From an optimization exercise on the open Yosys and OpenROAD flow, aimed at small area; shortcuts taken in it are not production practice. Where RTL was checked, it was by simulation tests only, not by an equivalence proof against the original. The RTL of run 2 was laid out without a check of its function. Power and IR drop assume default switching activity.

$ cat flow/abc.script
strash
&get -n
&fraig -x
&put
scorr
dc2
dc2
strash
dch -f
amap
topo
$ cat constraint.sdc
create_clock -name core_clock -period 25.0 [get_ports {clk}]
set_input_delay 5.0000 -clock core_clock [delete_from_list [all_inputs] [get_ports {clk}]]
set_output_delay 5.0000 -clock core_clock [all_outputs]
set_load 0.01 [all_outputs]
$ cat standard.sh
#!/bin/bash
# synth_recipe.tcl (not shown) runs the flow's synth.tcl, then flattens the netlist and writes it again
# the make line also repeats each setting of config.mk as NAME=value (left out here)
make -C /OpenROAD-flow-scripts/flow DESIGN_CONFIG=/design/flow/config.mk WORK_HOME=/design/flow/orfs CLKGATE_MAP_FILE= SYNTH_SCRIPT=/design/flow/synth_recipe.tcl "${@:-finish}"
$ cat design.v
module reservation_station(
clk,
reset,
push,
bypass,
decoded_opcode, op1v, op1, op2v, op2, dest, imm, res_id, execute_stage_opcode_addr,
push_branch_unresolved,
prediction_failed,
prediction_success,
CDB,
CDB_REG_ID,
CDB_FU_ID,
CDB_ISS_ID,
pull,
pull_non_load,
decoded_opcode_o, op1_o, op2_o, dest_o, imm_o, res_id_o, execute_stage_opcode_addr_o,
rdy,
rs_full,
rs_empty
);
localparam N = 15;
input clk;
input reset;
input push;
input pull;
input bypass;
input [6:0] decoded_opcode;
input op1v;
input [63:0]op1;
input op2v;
input [63:0]op2;
input [4:0]dest;
input [31:0]imm;
input [31:0]res_id;
input [14:0] execute_stage_opcode_addr;
input [63:0]CDB;
input [4:0]CDB_REG_ID;
input [3:0]CDB_FU_ID;
input [31:0]CDB_ISS_ID;
input push_branch_unresolved;
input prediction_failed;
input prediction_success;
input pull_non_load;
output rdy;
output rs_full;
output rs_empty;
output  [6:0] decoded_opcode_o;
output  [63:0]op1_o;
output  [63:0]op2_o;
output  [4:0]dest_o;
output  [31:0]imm_o;
output [31:0]res_id_o;
output   [14:0] execute_stage_opcode_addr_o;
reg [3:0] ptr    [0:N-1];
reg       q_spec [0:N-1];
reg       q_val  [0:N-1];
reg [3:0] bp;
wire [6:0]  sl_opc  [0:N-1];
wire        sl_v1   [0:N-1];
wire [63:0] sl_op1  [0:N-1];
wire        sl_v2   [0:N-1];
wire [63:0] sl_op2  [0:N-1];
wire [4:0]  sl_dest [0:N-1];
wire [31:0] sl_imm  [0:N-1];
wire [31:0] sl_rid  [0:N-1];
wire [14:0] sl_pc   [0:N-1];
wire cdb_nz   = CDB_REG_ID != 5'd0;
wire cdb_ones = (CDB_REG_ID == 5'h1f) && (CDB_ISS_ID == 32'hffffffff) && (CDB_FU_ID == 4'hf);
wire [40:0] cdb_tag = {CDB_REG_ID, CDB_ISS_ID, CDB_FU_ID};
reg [N-1:0] mr1, mr2, srdy, sany, su1, su2;
integer i;
always @(*) begin
    for (i = 0; i < N; i = i + 1) begin
        mr1[i] = cdb_nz && (sl_v1[i] ? cdb_ones : (sl_op1[i][63:23] == cdb_tag));
        mr2[i] = cdb_nz && (sl_v2[i] ? cdb_ones : (sl_op2[i][63:23] == cdb_tag));
        srdy[i] = !(pull_non_load && (sl_opc[i] >= 7'd11) && (sl_opc[i] <= 7'd15)) &&
                  (sl_v1[i] || mr1[i]) && (sl_v2[i] || mr2[i]);
        sany[i] = mr1[i] || mr2[i] || (sl_v1[i] && sl_v2[i]);
        su1[i]  = !(sl_v1[i] && sl_v2[i]) && mr1[i];
        su2[i]  = !(sl_v1[i] && sl_v2[i]) && mr2[i];
    end
end
reg [N-1:0] live, rdyv, anymt;
always @(*) begin
    for (i = 0; i < N; i = i + 1) begin
        live[i]  = (i < bp);
        rdyv[i]  = live[i] && srdy[ptr[i]];
        anymt[i] = live[i] && sany[ptr[i]];
    end
end
reg [N-1:0] sel, mts, ge;
reg seen, seen2;
always @(*) begin
    seen = 1'b0;
    seen2 = 1'b0;
    for (i = 0; i < N; i = i + 1) begin
        sel[i] = rdyv[i] && !seen;
        seen = seen | rdyv[i];
        ge[i] = seen;
        mts[i] = anymt[i] && !seen2;
        seen2 = seen2 | anymt[i];
    end
end
wire found = |rdyv;
wire any_mt = |anymt;
reg [3:0] sel_ptr, prev_ptr, mts_ptr;
reg s_spec, s_val;
always @(*) begin
    sel_ptr = 0; prev_ptr = 0; mts_ptr = 0; s_spec = 0; s_val = 0;
    for (i = 0; i < N; i = i + 1) begin
        sel_ptr = sel_ptr | ({4{sel[i]}} & ptr[i]);
        mts_ptr = mts_ptr | ({4{mts[i]}} & ptr[i]);
        if (i > 0) prev_ptr = prev_ptr | ({4{sel[i]}} & ptr[i-1]);
        s_spec = s_spec | (sel[i] & q_spec[i]);
        s_val  = s_val  | (sel[i] & q_val[i]);
    end
end
wire has_prev = found && !sel[0];
wire take = !bypass && pull && found;
wire use_cdb1 = any_mt && su1[mts_ptr];
wire use_cdb2 = any_mt && su2[mts_ptr];
wire m1_sel = mr1[sel_ptr];
wire m2_sel = mr2[sel_ptr];
reg [N-1:0] rd;
always @(*) begin
    for (i = 0; i < N; i = i + 1)
        rd[i] = take && (sel_ptr == i);
end
reg [15*7-1:0]  p_opc;
reg [15*64-1:0] p_op1, p_op2;
reg [15*5-1:0]  p_dest;
reg [15*32-1:0] p_imm, p_rid;
reg [15*15-1:0] p_pc;
reg [N-1:0] rd1, rd2;
always @(*) begin
    for (i = 0; i < N; i = i + 1) begin
        p_opc[i*7 +: 7]   = sl_opc[i];
        p_op1[i*64 +: 64] = sl_op1[i];
        p_op2[i*64 +: 64] = sl_op2[i];
        p_dest[i*5 +: 5]  = sl_dest[i];
        p_imm[i*32 +: 32] = sl_imm[i];
        p_rid[i*32 +: 32] = sl_rid[i];
        p_pc[i*15 +: 15]  = sl_pc[i];
        rd1[i] = rd[i] && !use_cdb1;
        rd2[i] = rd[i] && !use_cdb2;
    end
end
wire [6:0]  s_opc;
rs_read #(7)  r_opc  (.d(p_opc),  .s(rd),  .e0(1'b0),   .x0(7'd0),  .e1(1'b0), .x1(7'd0), .o(s_opc));
rs_read #(64) r_op1  (.d(p_op1),  .s(rd1), .e0(bypass), .x0(op1),   .e1(take && use_cdb1), .x1(CDB), .o(op1_o));
rs_read #(64) r_op2  (.d(p_op2),  .s(rd2), .e0(bypass), .x0(op2),   .e1(take && use_cdb2), .x1(CDB), .o(op2_o));
rs_read #(5)  r_dest (.d(p_dest), .s(rd),  .e0(bypass), .x0(dest),  .e1(1'b0), .x1(5'd0),  .o(dest_o));
rs_read #(32) r_imm  (.d(p_imm),  .s(rd),  .e0(bypass), .x0(imm),   .e1(1'b0), .x1(32'd0), .o(imm_o));
rs_read #(32) r_rid  (.d(p_rid),  .s(rd),  .e0(bypass), .x0(res_id), .e1(1'b0), .x1(32'd0), .o(res_id_o));
rs_read #(15) r_pc   (.d(p_pc),   .s(rd),  .e0(bypass), .x0(execute_stage_opcode_addr), .e1(1'b0), .x1(15'd0),
                      .o(execute_stage_opcode_addr_o));
wire s_branch = (s_opc >= 7'd3) && (s_opc <= 7'd10);
wire squash = !s_val || (!s_branch && prediction_failed && s_spec);
assign rdy = take;
assign decoded_opcode_o = bypass ? decoded_opcode : squash ? 7'd0 : s_opc;
wire full = bp == N;
assign rs_full = full;
assign rs_empty = bp == 0;
wire [3:0] wslot = full ? sel_ptr : ptr[bp];
wire wr_en = push && (take || !full);
wire cap_prev1 = take && has_prev && m1_sel;
wire cap_prev2 = take && has_prev && m2_sel;
genvar g;
generate
for (g = 0; g < N; g = g + 1) begin : slot
    reg [6:0]  opc;
    reg        v1, v2;
    reg [63:0] o1, o2;
    reg [4:0]  dst;
    reg [31:0] im, rid;
    reg [14:0] pc;
    wire wr   = wr_en && (wslot == g);
    wire cap1 = !bypass && (mr1[g] || (cap_prev1 && prev_ptr == g));
    wire cap2 = !bypass && (mr2[g] || (cap_prev2 && prev_ptr == g));
    wire c1 = cap1 && !wr, h1 = !cap1 && !wr;
    wire c2 = cap2 && !wr, h2 = !cap2 && !wr;
    always @(posedge clk) begin
        if (wr) begin
            opc <= decoded_opcode; dst <= dest; im <= imm; rid <= res_id;
            pc <= execute_stage_opcode_addr;
        end
        if (wr) v1 <= op1v; else if (cap1) v1 <= 1'b1;
        if (wr) v2 <= op2v; else if (cap2) v2 <= 1'b1;
        o1 <= ({64{wr}} & op1) | ({64{c1}} & CDB) | ({64{h1}} & o1);
        o2 <= ({64{wr}} & op2) | ({64{c2}} & CDB) | ({64{h2}} & o2);
    end
    assign sl_opc[g] = opc; assign sl_v1[g] = v1; assign sl_op1[g] = o1;
    assign sl_v2[g] = v2; assign sl_op2[g] = o2; assign sl_dest[g] = dst;
    assign sl_imm[g] = im; assign sl_rid[g] = rid; assign sl_pc[g] = pc;
end
endgenerate
wire [3:0] bpm1 = bp - 4'd1;
integer j;
always @(posedge clk) begin
    if (reset) begin
        for (j = 0; j < N; j = j + 1) begin
            ptr[j] <= j; q_spec[j] <= 0; q_val[j] <= 0;
        end
        bp <= 0;
    end else if (!bypass) begin
        if (take) begin
            for (j = 0; j < N; j = j + 1) begin
                if (ge[j]) ptr[j] <= (j == N-1) ? sel_ptr : ptr[(j+1) % N];
                if (push && j == bpm1) begin
                    q_spec[j] <= push_branch_unresolved;
                    if (j == N-2) begin
                        q_val[j] <= !(prediction_failed && q_spec[N-1]);
                        if (prediction_success && q_spec[N-1]) q_spec[j] <= 1'b0;
                    end else begin
                        q_val[j] <= 1'b1;
                    end
                end else if (j < N-1) begin
                    if (ge[j] && live[j]) begin
                        q_spec[j] <= (prediction_success && q_spec[j+1]) ? 1'b0 : q_spec[j+1];
                        q_val[j]  <= (prediction_failed && q_spec[j+1]) ? 1'b0 : q_val[j+1];
                    end else begin
                        if (prediction_failed && q_spec[j+1]) q_val[j] <= 1'b0;
                        if (prediction_success && q_spec[j+1]) q_spec[j] <= 1'b0;
                    end
                end
            end
            if (!push) bp <= bpm1;
        end else begin
            for (j = 0; j < N; j = j + 1) begin
                if (push && bp == j) begin
                    q_spec[j] <= push_branch_unresolved; q_val[j] <= 1'b1;
                end else begin
                    if (prediction_failed && q_spec[j]) q_val[j] <= 1'b0;
                    if (prediction_success && q_spec[j]) q_spec[j] <= 1'b0;
                end
            end
            if (push && !full) bp <= bp + 4'd1;
        end
    end
end
endmodule
module rs_read #(parameter W = 64) (
    input  [15*W-1:0] d,
    input  [14:0]     s,
    input             e0,
    input  [W-1:0]    x0,
    input             e1,
    input  [W-1:0]    x1,
    output [W-1:0]    o
);
wire [W-1:0] p [0:5];
genvar g;
generate
for (g = 0; g < 5; g = g + 1) begin : grp
    assign p[g] = ~(({W{s[3*g]}}   & d[(3*g)*W   +: W]) |
                    ({W{s[3*g+1]}} & d[(3*g+1)*W +: W]) |
                    ({W{s[3*g+2]}} & d[(3*g+2)*W +: W]));
end
endgenerate
assign p[5] = ~(({W{e0}} & x0) | ({W{e1}} & x1));
assign o = ~(p[0] & p[1] & p[2] & p[3] & p[4] & p[5]);
endmodule
$ cat flow/run.sh
#!/bin/bash
# Own layout flow: the standard ORFS flow, except that
#  * synthesis maps the logic with an area-oriented ABC script (flow/abc.script)
#    in place of ORFS's delay-oriented one; everything else in synthesis is
#    the standard flow's own script (synth_recipe.tcl), so registers and names are unchanged;
#  * extra make variables from flow/extra.mk (port buffer cell, CTS options).
# Each tool's output stays in orfs/logs; make's own output goes to flow_make.log.
set -euo pipefail
W=$(pwd)
cat > "$W/own_synth.tcl" <<EOT
proc abc {args} {
  set i [lsearch -exact \$args -script]
  if {\$i >= 0} { set args [lreplace \$args [expr {\$i+1}] [expr {\$i+1}] {$W/flow/abc.script}] }
  yosys abc {*}\$args
}
source {$W/synth_recipe.tcl}
EOT
# The standard flow's make command line from standard.sh, without its target list
MAKECMD=$(grep '^make ' standard.sh | sed 's/ "\${@:-finish}"$//')
EXTRA=()
if [[ -f flow/extra.mk ]]; then
  while IFS= read -r l; do [[ -n "$l" && "$l" != \#* ]] && EXTRA+=("$l"); done < flow/extra.mk
fi
eval "$MAKECMD" SYNTH_SCRIPT="$W/own_synth.tcl" '"${EXTRA[@]}"' finish > "$W/flow_make.log" 2>&1
R=$W/orfs/results/$FLOW_PLATFORM/reservation_station/base
: # left out here: write the final layout as DEF
$ cat config.mk
export PLATFORM = sky130hd
export DESIGN_NAME = reservation_station
export DESIGN_NICKNAME = reservation_station
export VERILOG_FILES = /design/flow/design.v
export SDC_FILE = /design/flow/constraint.sdc
export NUM_CORES = 8
export LEC_CHECK = 0
export CAP_MARGIN = 40
export CORE_MARGIN = 2
export CORE_UTILIZATION = 40
export PLACE_DENSITY = 0.5
export SLEW_MARGIN = 40
$ cat flow/extra.mk
BUFFER_PORTS_ARGS=-buffer_cell sky130_fd_sc_hd__buf_1
CTS_ARGS=-sink_clustering_enable -repair_clock_nets -sink_clustering_size 25 -sink_clustering_max_diameter 80 -dont_use_dummy_load
==> key figures, run 1 <==
Run status
  – Status: no timing/DRC/antenna violations

Timing
  – Setup TNS: 0 ns
  – Max-slew violations: 0
  – RSZ-0062 raised after global routing: false
  – Final setup fails: 0
  – FMAX: a little over 40 MHz
  – Post-layout min period: about 24 ns
  – Hold slack final: roughly 0.47 ns
  – Max Clock Skew: approximately 0.17 ns
  – Slew @ Worst Pin: 1.36 ns
  – Period utilization: a little under 100%
  – Worst slew margin: under 10%
  – Final Hold Viols: 0

Die
  – Starting Density: approximately two fifths
  – I/O pin count: about 560
  – Core area: ~370000 um2
  – Chip Width: 616 um
  – Die H: between 600 and 700 um
  – Num rows: between 200 and 250
  – Die ar.: about 380000 um2

Setup path
  – Slowest stage cell, crit path: clkinv_1
  – Critical path data arrival time: around 19 ns
  – Crit Path Category: in2out
  – Crit path capture type: output port
  – Req. time, crit path: 20.00 ns
  – Worst path max stage delay: 0.84 ns
  – Crit path buffers/inverters: 21
  – CP top delay family: buffers and inverters
  – Most used cell, CP: clkinv_1
  – Startpoint Class: input port
  – CP Max Fanout: 28

Min path
  – Class of the worst hold path: reg2reg

Route
  – Via/cell ratio: between 8 and 9
  – Post-detailed-route count of antenna-violating nets: 0
  – First-pass DRT Iterations: 17
  – Detailed-route wire length per cell: 56.4 um
  – DRC: 0
  – Initial drt markers: approximately 47k
  – Vias: between 150k and 200k
  – Final WL: about 1200000 um

Clock tree
  – CTS Buffer Depth: 4
  – Worst-Skew Late Latency: between 1 and 1.5 ns
  – Number of setup buffers added after CTS: 0
  – Reg clk slew, reported paths: around 0.090 ns
  – Post-CTS sizing: 0
  – Number of hold buffers added after cts: 0
  – Root Buffer: clkbuf_16
  – Sink Count: 3409
  – Number of CTS-inserted buffers: 202
  – H-tree depth: 4
  – CTS tree: done

Global route
  – Initial antenna violation count: 252
  – GR Util All Layers: about three fifths
  – Vias in the first global route: 151k
  – Largest net degree at the start of global routing: between 100 and 150
  – First-pass GRT wire length: 1540000 um
  – Grt ovf: 0

Pwr
  – Clock power frac: roughly a fifth
  – Total power: 18400 uW
  – Pint: 10200 uW
  – Flop pwr share: 47.5%
  – Power density cells: about 110 nW/um2
  – Static Leak: around 0.057 uW
  – Sw frac: about 45%
  – Peak VDD IR: 0.0000754 V
  – Comb pwr share: between 30% and 40%
  – P_sw: ~8300 uW

Placement
  – Placer Congestion: 1.18
  – Area post-placement: between 150000 and 200000 um2
  – IO buf count: 556
  – Placed instance count: 21.0k
  – DP HPWL: approximately 810000 um

Cells and area
  – Design area: approximately 170000 um2
  – Seq. cell area: 82200 um2
  – Layout cell share with drive strength beyond 1: 9.64%
  – Commonest non-fill, non-tap cell in the layout: dfxtp_1
  – # nets final: approximately 17k
  – Multi-input gate area: roughly 64000 um2
  – Non-Filler Instances: between 20k and 25k
  – Most frequent cells in the layout: 2012 x dfxtp_1, 1611 x o21ai_0, 1475 x a22oi_1
  – Fill count: 35.6k
  – Area Overhead vs Synth: 16.4%

Yosys
  – Post-synthesis async set-or-reset flop share: 0%
  – Sequential share of the synthesized area: roughly 55%
  – Synthesis-stage register bit count: approximately 3.4k
  – Synthesized cell area: about 150000 um2
  – Synth Warn #: 9
  – Number of synthesized flops with an enable pin: ~1.4k
  – Synth cell types: 57
  – Most common flop cell mapped by yosys: dfxtp_1
  – Post-Syn Area per Cell: just over 10 um2
  – Post-Synthesis Cells: between 10k and 15k
  – Syn_nets: about 15k

Job
  – Max-cap violations: 0
[worst min-delay path, delay by kind of cell, from the launching register on]
kind               cells  cell delay (ns)
AOI/OAI and AO/OA      1             0.06
DFF                    1             0.33
and+or+nand+nor        1             0.05
[flip-flops by register name, indices dropped and copies added (netlist names)]
register / cells
bp: 4
ptr: 60
q_spec: 15
q_val: 15
slot.dst: 75
slot.im: 480
slot.o1: 960
slot.o2: 960
slot.opc: 105
slot.pc: 225
slot.rid: 480
slot.v1: 15
slot.v2: 15
[stage by stage]
| step | setup slack (ns) | utilization [%] |
|---|---|---|
| 2_1_floorplan | 0.249 | - |
| 3_3_place_gp | 1.82 | 44.7 |
| 3_5_place_dp | 2.43 | 45.0 |
| 4_1_cts | 2.38 | 46.4 |
| 5_1_grt | 1.09 | 46.7 |
| 6_report | 0.567 | 46.8 |
[cells in the mapped netlist, drive strengths merged, types with 25 or more instances]
cell / instances / area share, %
nand3: 155 / 0.52
nor4: 127 / 0.53
a221oi: 401 / 2.3
a221o: 50 / 0.33
o211ai: 27 / 0.14
a222oi: 579 / 3.9
clkinv: 1379 / 3.5
nand3b: 30 / 0.15
o221ai: 720 / 4.2
nand2: 1029 / 2.6
or3: 29 / 0.12
a22oi: 1475 / 7.4
nor3: 176 / 0.59
dfxtp: 2014 / 27
a21oi: 412 / 1.4
o22ai: 838 / 3.5
nor2: 1005 / 2.5
o22a: 60 / 0.35
o21ai: 1644 / 5.5
and3: 25 / 0.10
or2: 53 / 0.22
nand4b: 53 / 0.31
o21a: 29 / 0.15
a22o: 122 / 0.71
o2111ai: 67 / 0.39
a211oi: 62 / 0.31
edfxtp: 1395 / 28
a31oi: 43 / 0.18
a2111oi: 183 / 1.1
nand4: 221 / 0.92
[cell type report]
| type | count | area share [%] |
|---|---|---|
| Antenna cell | 218 | 0.313 |
| Timing Repair Buffer | 1474 | 6.11 |
| Multi-Input combinational cell | 9808 | 36.8 |
| Clock buffer | 202 | 2.90 |
| Tap cell | 4972 | 3.57 |
| Inverter | 1379 | 3.07 |
| Sequential cell | 3409 | 47.2 |
[power by group through the flow]
stage | combinational, uW | clock [uW] | sequential, uW
finish | 6240 | 3440 | 8770
floorplan | 2650 | 0 | 7830
global route | 6120 | 3530 | 8650
global placement | 5480 | 0 | 8590
detailed placement | 5550 | 0 | 8610
CTS | 5570 | 3360 | 8490
[per-layer routing]
metal / vias up / GRT usage, % / part of all wire [%]
met5: - / 10.6 / 0.50
met4: 201 / 46.8 / 11
met3: 6509 / 40.2 / 19
met2: 22000 / 74.7 / 35
met1: 87700 / 72.3 / 35
li1: 63500 / - / -
[logic make-up after synthesis]
logic type,after synthesis,share of synthesized area (%)
compound gates,6831,32.6
flops,3409,55.0
simple gates,2963,8.87
buf+inv,1379,3.46
xor+xnor,8,0.0468
fa+ha+maj,6,0.0502
[worst paths after layout]
check	to	slack, ns	cells past startpoint	startpoint
worst max-delay path	op2_o[50]	0.57	53	CDB_ISS_ID[16]
worst min-delay path	slot[3].o2[3]	0.47	2	slot[3].o2[3]
worst min register to register	slot[3].o2[3]	0.47	2	slot[3].o2[3]
worst max register to register	slot[9].o2[26]	10.05	47	slot[12].o1[28]
==> inputs of run 2 (changes only) <==
--- a/design.v
+++ b/design.v
@@ -128,30 +128,19 @@
 end
-reg [15*7-1:0]  p_opc;
-reg [15*64-1:0] p_op1, p_op2;
-reg [15*5-1:0]  p_dest;
-reg [15*32-1:0] p_imm, p_rid;
-reg [15*15-1:0] p_pc;
-reg [N-1:0] rd1, rd2;
-always @(*) begin
-    for (i = 0; i < N; i = i + 1) begin
-        p_opc[i*7 +: 7]   = sl_opc[i];
-        p_op1[i*64 +: 64] = sl_op1[i];
-        p_op2[i*64 +: 64] = sl_op2[i];
-        p_dest[i*5 +: 5]  = sl_dest[i];
-        p_imm[i*32 +: 32] = sl_imm[i];
-        p_rid[i*32 +: 32] = sl_rid[i];
-        p_pc[i*15 +: 15]  = sl_pc[i];
-        rd1[i] = rd[i] && !use_cdb1;
-        rd2[i] = rd[i] && !use_cdb2;
-    end
-end
-wire [6:0]  s_opc;
-rs_read #(7)  r_opc  (.d(p_opc),  .s(rd),  .e0(1'b0),   .x0(7'd0),  .e1(1'b0), .x1(7'd0), .o(s_opc));
-rs_read #(64) r_op1  (.d(p_op1),  .s(rd1), .e0(bypass), .x0(op1),   .e1(take && use_cdb1), .x1(CDB), .o(op1_o));
-rs_read #(64) r_op2  (.d(p_op2),  .s(rd2), .e0(bypass), .x0(op2),   .e1(take && use_cdb2), .x1(CDB), .o(op2_o));
-rs_read #(5)  r_dest (.d(p_dest), .s(rd),  .e0(bypass), .x0(dest),  .e1(1'b0), .x1(5'd0),  .o(dest_o));
-rs_read #(32) r_imm  (.d(p_imm),  .s(rd),  .e0(bypass), .x0(imm),   .e1(1'b0), .x1(32'd0), .o(imm_o));
-rs_read #(32) r_rid  (.d(p_rid),  .s(rd),  .e0(bypass), .x0(res_id), .e1(1'b0), .x1(32'd0), .o(res_id_o));
-rs_read #(15) r_pc   (.d(p_pc),   .s(rd),  .e0(bypass), .x0(execute_stage_opcode_addr), .e1(1'b0), .x1(15'd0),
-                      .o(execute_stage_opcode_addr_o));
+reg [6:0]  s_opc;
+reg [63:0] s_op1, s_op2;
+reg [4:0]  s_dest;
+reg [31:0] s_imm, s_rid;
+reg [14:0] s_pc;
+always @(*) begin
+    s_opc = 0; s_op1 = 0; s_op2 = 0; s_dest = 0; s_imm = 0; s_rid = 0; s_pc = 0;
+    for (i = 0; i < N; i = i + 1) begin
+        s_opc  = s_opc  | ({7{rd[i]}}  & sl_opc[i]);
+        s_op1  = s_op1  | ({64{rd[i] && !use_cdb1}} & sl_op1[i]);
+        s_op2  = s_op2  | ({64{rd[i] && !use_cdb2}} & sl_op2[i]);
+        s_dest = s_dest | ({5{rd[i]}}  & sl_dest[i]);
+        s_imm  = s_imm  | ({32{rd[i]}} & sl_imm[i]);
+        s_rid  = s_rid  | ({32{rd[i]}} & sl_rid[i]);
+        s_pc   = s_pc   | ({15{rd[i]}} & sl_pc[i]);
+    end
+end
 wire s_branch = (s_opc >= 7'd3) && (s_opc <= 7'd10);
@@ -160,2 +149,8 @@
 assign decoded_opcode_o = bypass ? decoded_opcode : squash ? 7'd0 : s_opc;
+assign op1_o = bypass ? op1 : (s_op1 | ({64{take && use_cdb1}} & CDB));
+assign op2_o = bypass ? op2 : (s_op2 | ({64{take && use_cdb2}} & CDB));
+assign dest_o = bypass ? dest : s_dest;
+assign imm_o = bypass ? imm : s_imm;
+assign res_id_o = bypass ? res_id : s_rid;
+assign execute_stage_opcode_addr_o = bypass ? execute_stage_opcode_addr : s_pc;
 wire full = bp == N;
@@ -241,22 +236 @@
 endmodule
-module rs_read #(parameter W = 64) (
-    input  [15*W-1:0] d,
-    input  [14:0]     s,
-    input             e0,
-    input  [W-1:0]    x0,
-    input             e1,
-    input  [W-1:0]    x1,
-    output [W-1:0]    o
-);
-wire [W-1:0] p [0:5];
-genvar g;
-generate
-for (g = 0; g < 5; g = g + 1) begin : grp
-    assign p[g] = ~(({W{s[3*g]}}   & d[(3*g)*W   +: W]) |
-                    ({W{s[3*g+1]}} & d[(3*g+1)*W +: W]) |
-                    ({W{s[3*g+2]}} & d[(3*g+2)*W +: W]));
-end
-endgenerate
-assign p[5] = ~(({W{e0}} & x0) | ({W{e1}} & x1));
-assign o = ~(p[0] & p[1] & p[2] & p[3] & p[4] & p[5]);
-endmodule
==> flow/abc.script (replaced) <==
strash
&get -n
&fraig -x
&put
scorr
dc2
strash
dch -f
amap
topo
==> flow/extra.mk (replaced) <==
BUFFER_PORTS_ARGS=-buffer_cell sky130_fd_sc_hd__buf_1
--- a/config.mk
+++ b/config.mk
@@ -7,6 +7,6 @@
 export LEC_CHECK = 0
-export CAP_MARGIN = 40
+export CAP_MARGIN = 20
 export CORE_MARGIN = 2
-export CORE_UTILIZATION = 40
-export PLACE_DENSITY = 0.5
+export CORE_UTILIZATION = 60
+export PLACE_DENSITY = 0.7
 export SLEW_MARGIN = 40
==> key figures, run 2 <==
Run status
  – Status: stopped before the end
  – Stop stage: 5_1_grt
  – First error: [ERROR GRT-0116] Global routing finished with congestion. Check the congestion regions in the DRC Viewer.

Die
  – Num rows: between 150 and 200
  – I/O pin count: roughly 560
  – Chip Width: roughly 510 um
  – Die H: a little over 500 um
  – Starting Density: just over 60%

Yosys
  – Post-synthesis async set-or-reset flop share: 0%
  – Most common flop cell mapped by yosys: dfxtp_1
  – Syn_nets: about 15k
  – Number of synthesized flops with an enable pin: between 1k and 1.5k
  – Synth Warn #: 4
  – Post-Synthesis Cells: 15.1k
  – Top cells by area, synth: edfxtp_1 28%, dfxtp_1 27%, a22oi_1 7.7%
  – Synthesis-stage register bit count: about 3.4k
  – Most numerous cell in the Yosys netlist: dfxtp_1
  – Synth top area share: between 20% and 30%
  – Area leader, netlist: edfxtp_1
  – Synthesized cell area: ~150000 um2
  – Sequential share of the synthesized area: 54.6%
  – Synth top cells by count: 2014 x dfxtp_1, 1994 x o21ai_0, 1537 x a22oi_1, 1532 x clkinv_1, 1395 x edfxtp_1
  – Post-Syn Area per Cell: 9.97 um2
  – Synth cell types: 60

Clock tree
  – Number of hold buffers added after cts: 0
  – Sink Count: ~3.4k
  – Number of setup buffers added after CTS: 0
  – H-tree depth: 5
  – Number of CTS-inserted buffers: between 300 and 400
  – CTS Buffer Depth: 4
  – Post-CTS sizing: 0
  – Root Buffer: clkbuf_16

Global route
  – Largest net degree at the start of global routing: between 90 and 100
  – Vias in the first global route: approximately 190k
  – Grt ovf: about 930
  – GR Util All Layers: around 87%
  – First-pass GRT wire length: approximately 1600000 um

Placement
  – Area post-placement: roughly 160000 um2
  – IO buf count: ~560
  – DP HPWL: approximately 640000 um
  – Placer Congestion: around 1.4
## run 2: cell families after synthesis
group / after synthesis / share of synthesized area [%]
simple gates: 2974 / 8.96
fa+ha+maj: 6 / 0.0498
compound gates: 7170 / 32.5
buf+inv: 1532 / 3.82
xor+xnor: 18 / 0.105
flops: 3409 / 54.6
## run 2: metrics by stage
| stage | total power [uW] | cells | setup WS, ns | utilization (%) |
|---|---|---|---|---|
| CTS | 18900 | 20200 | 1.66 | 70.2 |
| detailed placement | 13500 | 19600 | 1.80 | 65.6 |
| global placement | 13200 | 19500 | 1.39 | 65.2 |
| floorplan | 10500 | 15100 | -0.300 | - |
## run 2: power by group through the flow
stage | clock, uW | combinational (uW) | sequential [uW]
4_1_cts | 5380 | 5160 | 8350
2_1_floorplan | 0 | 2720 | 7810
3_5_place_dp | 0 | 5040 | 8410
3_3_place_gp | 0 | 4850 | 8340
## run 2: how the worst max path moves through the flow
stage	from	to	slack [ns]	cells after the start
global placement	CDB_REG_ID[1]	op2_o[8]	1.39	47
detailed placement	CDB_ISS_ID[11]	decoded_opcode_o[4]	1.80	47
floorplan	CDB_FU_ID[0]	op2_o[37]	-0.30	35
CTS	CDB_ISS_ID[11]	op1_o[13]	1.66	43
## run 2: layer usage
metal | track usage, % | GRT overflow
met5 | 56.6 | 22
met4 | 81.5 | 347
met3 | 79.5 | 119
met2 | 95.6 | 357
met1 | 89.0 | 87
==> inputs of run 3 (changes only) <==
--- a/design.v
+++ b/design.v
@@ -174,4 +174,2 @@
     wire cap2 = !bypass && (mr2[g] || (cap_prev2 && prev_ptr == g));
-    wire c1 = cap1 && !wr, h1 = !cap1 && !wr;
-    wire c2 = cap2 && !wr, h2 = !cap2 && !wr;
     always @(posedge clk) begin
@@ -181,6 +179,6 @@
         end
-        if (wr) v1 <= op1v; else if (cap1) v1 <= 1'b1;
-        if (wr) v2 <= op2v; else if (cap2) v2 <= 1'b1;
-        o1 <= ({64{wr}} & op1) | ({64{c1}} & CDB) | ({64{h1}} & o1);
-        o2 <= ({64{wr}} & op2) | ({64{c2}} & CDB) | ({64{h2}} & o2);
+        if (wr) begin v1 <= op1v; o1 <= op1; end
+        else if (cap1) begin v1 <= 1'b1; o1 <= CDB; end
+        if (wr) begin v2 <= op2v; o2 <= op2; end
+        else if (cap2) begin v2 <= 1'b1; o2 <= CDB; end
     end
==> run.sh (new file) <==
#!/bin/bash
# synth_recipe.tcl (not shown) runs the flow's synth.tcl, then flattens the netlist and writes it again
# the make line also repeats each setting of config.mk as NAME=value (left out here)
make -C /OpenROAD-flow-scripts/flow DESIGN_CONFIG=/design/flow/config.mk WORK_HOME=/design/flow/orfs CLKGATE_MAP_FILE= SYNTH_SCRIPT=/design/flow/synth_recipe.tcl finish
--- a/config.mk
+++ b/config.mk
@@ -7,6 +7,6 @@
 export LEC_CHECK = 0
-export CAP_MARGIN = 20
+export CAP_MARGIN = 40
 export CORE_MARGIN = 2
-export CORE_UTILIZATION = 60
-export PLACE_DENSITY = 0.7
+export CORE_UTILIZATION = 40
+export PLACE_DENSITY = 0.5
 export SLEW_MARGIN = 40
removed: flow/run.sh
removed: flow/abc.script
removed: flow/extra.mk
removed: standard.sh
==> key figures, run 3 <==
Run status
  – Status: no timing/DRC/antenna violations

Route
  – Final WL: approximately 1200000 um
  – DRC: 0
  – Post-detailed-route count of antenna-violating nets: 0
  – Vias: roughly 160k
  – Detailed-route wire length per cell: roughly 54 um
  – Via/cell ratio: 7.20
  – Initial drt markers: approximately 35k
  – First-pass DRT Iterations: 12

Pwr
  – P_sw: just under 5000 uW
  – Flop pwr share: ~44%
  – Pint: ~10000 uW
  – Peak VDD IR: about 0.000064 V
  – Clock power frac: a little under two fifths
  – Comb pwr share: between 10% and 20%
  – Total power: between 15000 and 20000 uW
  – Power density cells: about 75 nW/um2
  – Static Leak: 0.0697 uW
  – Sw frac: 31.8%

Cells and area
  – Most frequent cells in the layout: 4787 x nand2_1, 3315 x edfxtp_1, 803 x xnor2_1
  – Biggest regs: slot.o1 (960), slot.o2 (960)
  – Post-layout util: a little under half
  – Commonest non-fill, non-tap cell in the layout: nand2_1
  – Area Overhead vs Synth: 16.9%
  – Layout cell share with drive strength beyond 1: between 10% and 20%
  – # nets final: around 17k

Yosys
  – Post-Syn Area per Cell: between 10 and 15 um2
  – Area leader, netlist: edfxtp_1
  – Synthesized cell area: 172000 um2
  – Synthesis-stage register bit count: 3409
  – Syn_nets: between 15k and 20k
  – Number of synthesized flops with an enable pin: roughly 3.3k
  – Most common flop cell mapped by yosys: edfxtp_1
  – Post-synthesis async set-or-reset flop share: 0%
  – Synth top cells by count: 4795 x nand2_1, 3315 x edfxtp_1, 1042 x xnor2_1, 831 x clkbuf_1, 576 x a22oi_1
  – Synth Warn #: 4
  – Sequential share of the synthesized area: between 50 and 60%
  – Synth top area share: approximately 58%
  – Top cells by area, synth: edfxtp_1 58%, nand2_1 10%, xnor2_1 5.3%
  – Synth cell types: about 130
  – Post-Synthesis Cells: between 15k and 20k
  – Most numerous cell in the Yosys netlist: nand2_1

Clock tree
  – Sink Count: 3409
  – CTS tree: done
  – Reg clk slew, reported paths: roughly 0.06 ns
  – CTS Buffer Depth: 4
  – Post-CTS sizing: 0
  – Number of CTS-inserted buffers: 379
  – Number of hold buffers added after cts: 0
  – Number of setup buffers added after CTS: 0
  – Root Buffer: clkbuf_16
  – H-tree depth: 5
  – Worst-Skew Late Latency: about 1.1 ns

Timing
  – Worst slew margin: about 20%
  – Final setup fails: 0
  – Max-slew violations: 0
  – Final Hold Viols: 0
  – Period utilization: between 80% and 90%
  – Setup TNS: 0 ns
  – Max Clock Skew: around 0.11 ns
  – FMAX: 44.5 MHz
  – RSZ-0062 raised after global routing: false
  – Post-layout min period: between 20 and 25 ns
  – Slew @ Worst Pin: around 1.2 ns

Die
  – Num rows: around 240
  – I/O pin count: around 560
  – Die H: approximately 660 um
  – Core area: around 430000 um2
  – Starting Density: about two fifths
  – Die ar.: approximately 440000 um2
  – Chip Width: between 600 and 700 um

Setup path
  – CP Max Fanout: 26
  – Critical path data arrival time: between 15 and 20 ns
  – Most used cell, CP: buf_4
  – Worst path max stage delay: 0.78 ns
  – Slowest stage cell, crit path: a311oi_2
  – Startpoint Class: input port
  – Crit Path Category: in2out
  – Req. time, crit path: 20.00 ns
  – Crit path capture type: output port

Global route
  – Vias in the first global route: between 100k and 150k
  – First-pass GRT wire length: approximately 1500000 um
  – Grt ovf: 0
  – GR Util All Layers: between 50% and 60%
  – Largest net degree at the start of global routing: 96
  – Initial antenna violation count: roughly 250

Placement
  – Placer Congestion: 1.17
  – DP HPWL: between 800000 and 900000 um
  – IO buf count: approximately 560

Job
  – Max-cap violations: 0

Min path
  – Class of the worst hold path: reg2reg
-- run 3: cell types whose count changed after synthesis, moves of 831 or more --
cell      delta
nor2_1     -861
nand2_1   +4035
a22oi_1    -961
edfxtp_1  +1920
clkbuf_1   +831
clkinv_1  -1524
o21ai_0   -1420
dfxtp_1   -1920
xnor2_1   +1024
o22ai_1    -969
-- run 3: cell type report --
type / instances / area (um2)
well taps: 5710 / 7140
clock buffers: 467 / 9910
inverters: 134 / 632
flip-flops and latches: 3409 / 101000
diodes: 165 / 413
repair buffers: 1274 / 11700
multi-input cells: 11000 / 68000
clock inverters: 228 / 2370
fillers: 39500 / 228000
-- run 3: cell families (layout without fill, tap and decap cells) --
family | count (synthesis) | count (layout) | share of synthesized area (%)
compound gates | 3053 | 3053 | 13.3
other cells | 0 | 165 | 0
flops | 3409 | 3409 | 58.8
simple gates | 6558 | 6558 | 16.3
buf+inv | 1588 | 2103 | 4.17
xor+xnor | 1234 | 1234 | 6.27
mux | 178 | 178 | 1.12
fa+ha+maj | 7 | 7 | 0.0493
-- run 3: critical path, delay by kind of cell --
kind | cells | cell delay [ns]
AO/OA/AOI/OAI | 8 | 3.06
XOR/XNOR | 1 | 0.19
buffers and inverters | 13 | 4.85
AND/OR/NAND/NOR | 11 | 4.10
-- run 3: worst paths after layout --
check	start	endpoint	slack, ns	depth (start not counted)
max reg2reg	slot[1].o2[59]	slot[9].o2[38]	11.56	28
min	q_val[0]	q_val[0]	0.52	1
min reg2reg	q_val[0]	q_val[0]	0.52	1
max	CDB_ISS_ID[23]	op2_o[6]	2.55	33
-- run 3: metrics by stage --
step           setup WS [ns]  hold slack [ns]  instances  area [um2]
2_1_floorplan           9.53            0.468      16000      172000
6_report                2.55            0.515      22400      202000
3_5_place_dp            3.48            0.498      21500      188000
4_1_cts                 3.40            0.512      22200      200000
5_1_grt                 3.04            0.542      22300      201000
3_3_place_gp            2.66            0.492      21500      185000
-- run 3: per-layer routing --
| layer | wire length (um) | track usage (%) |
|---|---|---|
| met1 | 420000 | 65.3 |
| met2 | 474000 | 72.3 |
| met3 | 191000 | 25.2 |
| met4 | 113000 | 40.2 |
| met5 | 2970 | 3.04 |
-- run 3: power groups by stage --
stage	Sequential, uW	Combinational, uW	Clock, uW
after detailed placement	6770	2490	0
after global placement	6770	2450	0
after CTS	6650	2500	5700
after global routing	6660	2630	5910
after floorplan	6690	1030	0
final	6670	2710	5740
==> inputs of run 4 (changes only) <==
--- a/config.mk
+++ b/config.mk
@@ -10,2 +10,4 @@
 export CORE_UTILIZATION = 40
+export CTS_CLUSTER_DIAMETER = 80
+export CTS_CLUSTER_SIZE = 25
 export PLACE_DENSITY = 0.5
==> key figures, run 4 <==
Run status
  – Status: no timing/DRC/antenna violations

Placement
  – DP HPWL: around 840000 um
  – Pre-CTS WS: 3.48 ns
  – Placed instance count: approximately 22k
  – Placer Congestion: roughly 1.2
  – IO buf count: between 500 and 600

Min path
  – HP Start: q_val[0]
  – Min-Delay Endpoint: q_val[0]
  – Worst hold path cell count: 1
  – Class of the worst hold path: reg2reg

Clock tree
  – Sink Count: about 3.4k
  – Number of CTS-inserted buffers: roughly 190
  – H-tree depth: 4
  – Worst-Skew Late Latency: around 1.1 ns
  – Root Buffer: clkbuf_16
  – Number of setup buffers added after CTS: 0
  – Post-CTS sizing: 0
  – Reg clk slew, reported paths: roughly 0.08 ns
  – CTS Buffer Depth: 4
  – CTS tree: done
  – Number of hold buffers added after cts: 0

Route
  – Vias: between 150k and 200k
  – DRC: 0
  – Initial drt markers: ~36k
  – Via/cell ratio: 7.24
  – Detailed-route wire length per cell: roughly 54 um
  – Post-detailed-route count of antenna-violating nets: 0
  – Final WL: 1190000 um
  – First-pass DRT Iterations: 11

Timing
  – Max Clock Skew: roughly 0.14 ns
  – Post-layout min period: ~22 ns
  – Final setup fails: 0
  – Setup TNS: 0 ns
  – Final Hold Viols: 0
  – RSZ-0062 raised after global routing: false
  – Max-slew violations: 0
  – Slew @ Worst Pin: around 1.1 ns
  – Period utilization: approximately nine tenths
  – Worst setup margin: around 2.5 ns
  – Worst slew margin: between 20 and 25%
  – FMAX: 44.5 MHz

Setup path
  – FF-to-FF path depth: 28
  – Critical path data arrival time: about 17 ns
  – Worst path max stage delay: about 0.79 ns
  – Flop-to-flop setup slack: ~11 ns
  – CP top delay family: buffers and inverters
  – Crit Path Category: in2out
  – Critical Path Stages: 33
  – Crit path capture type: output port
  – Crit path buffers/inverters: 13
  – CP Max Fanout: 26
  – Crit path from: CDB_ISS_ID[23]
  – Most used cell, CP: buf_4
  – Startpoint Class: input port
  – Worst R2R End: slot[9].o2[24]
  – Req. time, crit path: around 20 ns
  – Slowest stage cell, crit path: a311oi_2
  – R2R Path Start: slot[13].o1[23]

Die
  – Num rows: between 200 and 250
  – I/O pin count: between 500 and 600
  – Die H: 661 um
  – Starting Density: between 40 and 50%
  – Chip Width: between 600 and 700 um
  – Core area: 430000 um2
  – Die ar.: 436000 um2

Yosys
  – Synth Warn #: 4
  – Top cells by area, synth: edfxtp_1 58%, nand2_1 10%, xnor2_1 5.3%
  – Syn_nets: 16.4k
  – Synth top cells by count: 4795 x nand2_1, 3315 x edfxtp_1, 1042 x xnor2_1, 831 x clkbuf_1, 576 x a22oi_1
  – Most common flop cell mapped by yosys: edfxtp_1
  – Synthesized cell area: 172000 um2
  – Sequential share of the synthesized area: ~59%
  – Synth top area share: ~58%
  – Area leader, netlist: edfxtp_1
  – Synth cell types: between 100 and 150
  – Synthesis-stage register bit count: roughly 3.4k
  – Post-Syn Area per Cell: between 10 and 15 um2
  – Post-Synthesis Cells: approximately 16k
  – Post-synthesis async set-or-reset flop share: 0%
  – Most numerous cell in the Yosys netlist: nand2_1
  – Number of synthesized flops with an enable pin: 3315

Cells and area
  – Post-layout util: 45.4%
  – Non-Filler Instances: about 22k
  – # nets final: roughly 16k
  – Biggest regs: slot.o1 (960), slot.o2 (960)
  – Layout cell share with drive strength beyond 1: 10.7%
  – Most frequent cells in the layout: 4787 x nand2_1, 3315 x edfxtp_1, 799 x xnor2_1
  – Fill count: roughly 40k
  – Area Overhead vs Synth: 13.3%
  – Commonest non-fill, non-tap cell in the layout: nand2_1

Global route
  – GR Util All Layers: a little over half
  – Largest net degree at the start of global routing: 96
  – Initial antenna violation count: roughly 230
  – Grt ovf: 0
  – Vias in the first global route: ~140k
  – First-pass GRT wire length: between 1500000 and 2000000 um

Pwr
  – Power density cells: 67.0 nW/um2
  – Static Leak: between 0.06 and 0.07 uW
  – Peak VDD IR: about 0.000056 V

Job
  – Max-cap violations: 0
run 4: final cells by class:
class	count	area, um2	share of cell area [%]
Tap cell	5710	7140	3.66
Inverter	134	632	0.323
Timing Repair Buffer	1273	11700	6.00
Sequential cell	3409	101000	51.9
Antenna cell	165	413	0.211
Clock buffer	207	4920	2.52
Multi-Input combinational cell	11000	68000	34.8
Clock inverter	87	1150	0.586
run 4: per-stage QoR:
| step | area, um2 | total power [uW] | hold WS [ns] |
|---|---|---|---|
| global placement | 185000 | 9210 | 0.492 |
| global route | 195000 | 13100 | 0.549 |
| finish | 195000 | 13100 | 0.518 |
| floorplan | 172000 | 7720 | 0.468 |
| detailed placement | 188000 | 9250 | 0.498 |
| CTS | 194000 | 12800 | 0.517 |
run 4: power by group:
part,switching (uW),leakage [uW],internal (uW),total [uW]
Sequential,164,0.0308,6490,6660
Combinational,2070,0.0329,639,2700
Clock,2200,0.00293,1530,3730
Total,4430,0.0667,8660,13100
run 4: how the worst max path moves through the flow:
stage	endpoint
after global placement	op1_o[8]
after CTS	op2_o[6]
final	op2_o[6]
after floorplan	op1_o[36]
after detailed placement	op1_o[35]
after global routing	op2_o[6]
run 4: kinds of logic (layout without fill, tap and decap cells):
logic type / count (synthesis) / in the layout / synth area share, %
buffers and inverters: 1588 / 1701 / 4.17
and+or+nand+nor: 6558 / 6558 / 16.3
xor gates and xnor gates: 1234 / 1234 / 6.27
other: 0 / 165 / 0
DFF: 3409 / 3409 / 58.8
AOI/OAI and AO/OA: 3053 / 3053 / 13.3
muxes: 178 / 178 / 1.12
adders and majority gates: 7 / 7 / 0.0493
run 4: layer usage:
metal / routed length (um) / track usage [%] / up-vias
met5: 2620 / 2.77 / -
met4: 113000 / 39.8 / 102
met3: 187000 / 24.9 / 3948
met2: 472000 / 72.1 / 16700
met1: 420000 / 64.9 / 79500
li1: - / - / 59100

==> afterwards: timing with drivers on the ports <==
The results above use ideal ports. As a check the final layouts listed here were re-extracted and re-timed, cells and wires unchanged. Step 1 assumes that a clkbuf_16 drives the clock port and a buf_2 every other input. Step 2 adds t to the input delays and takes it off the output delays; t is the mean of the earliest and latest rising clock arrival at the registers after step 1. Input paths then give back, and output paths get back, about the clock's delay inside the block. Slacks: ideal ports / drivers / drivers and shift; pairs: ideal ports / drivers.
| run | t (ns) | setup slack, ns | clock arrival spread, ns |
|---|---|---|---|
| run 1 | 1.115 | 0.567 / 0.546 / 0.546 | 0.169 / 0.169 |
| run 3 | 1.129 | 2.548 / 2.523 / 2.523 | 0.114 / 0.114 |
| run 4 | 1.137 | 2.544 / 2.518 / 2.518 | 0.137 / 0.137 |
After both steps every run listed still meets setup and hold. The setup slack of run 4, which loses most, moves by -0.026 ns with the drivers and by -0.026 ns with both steps.
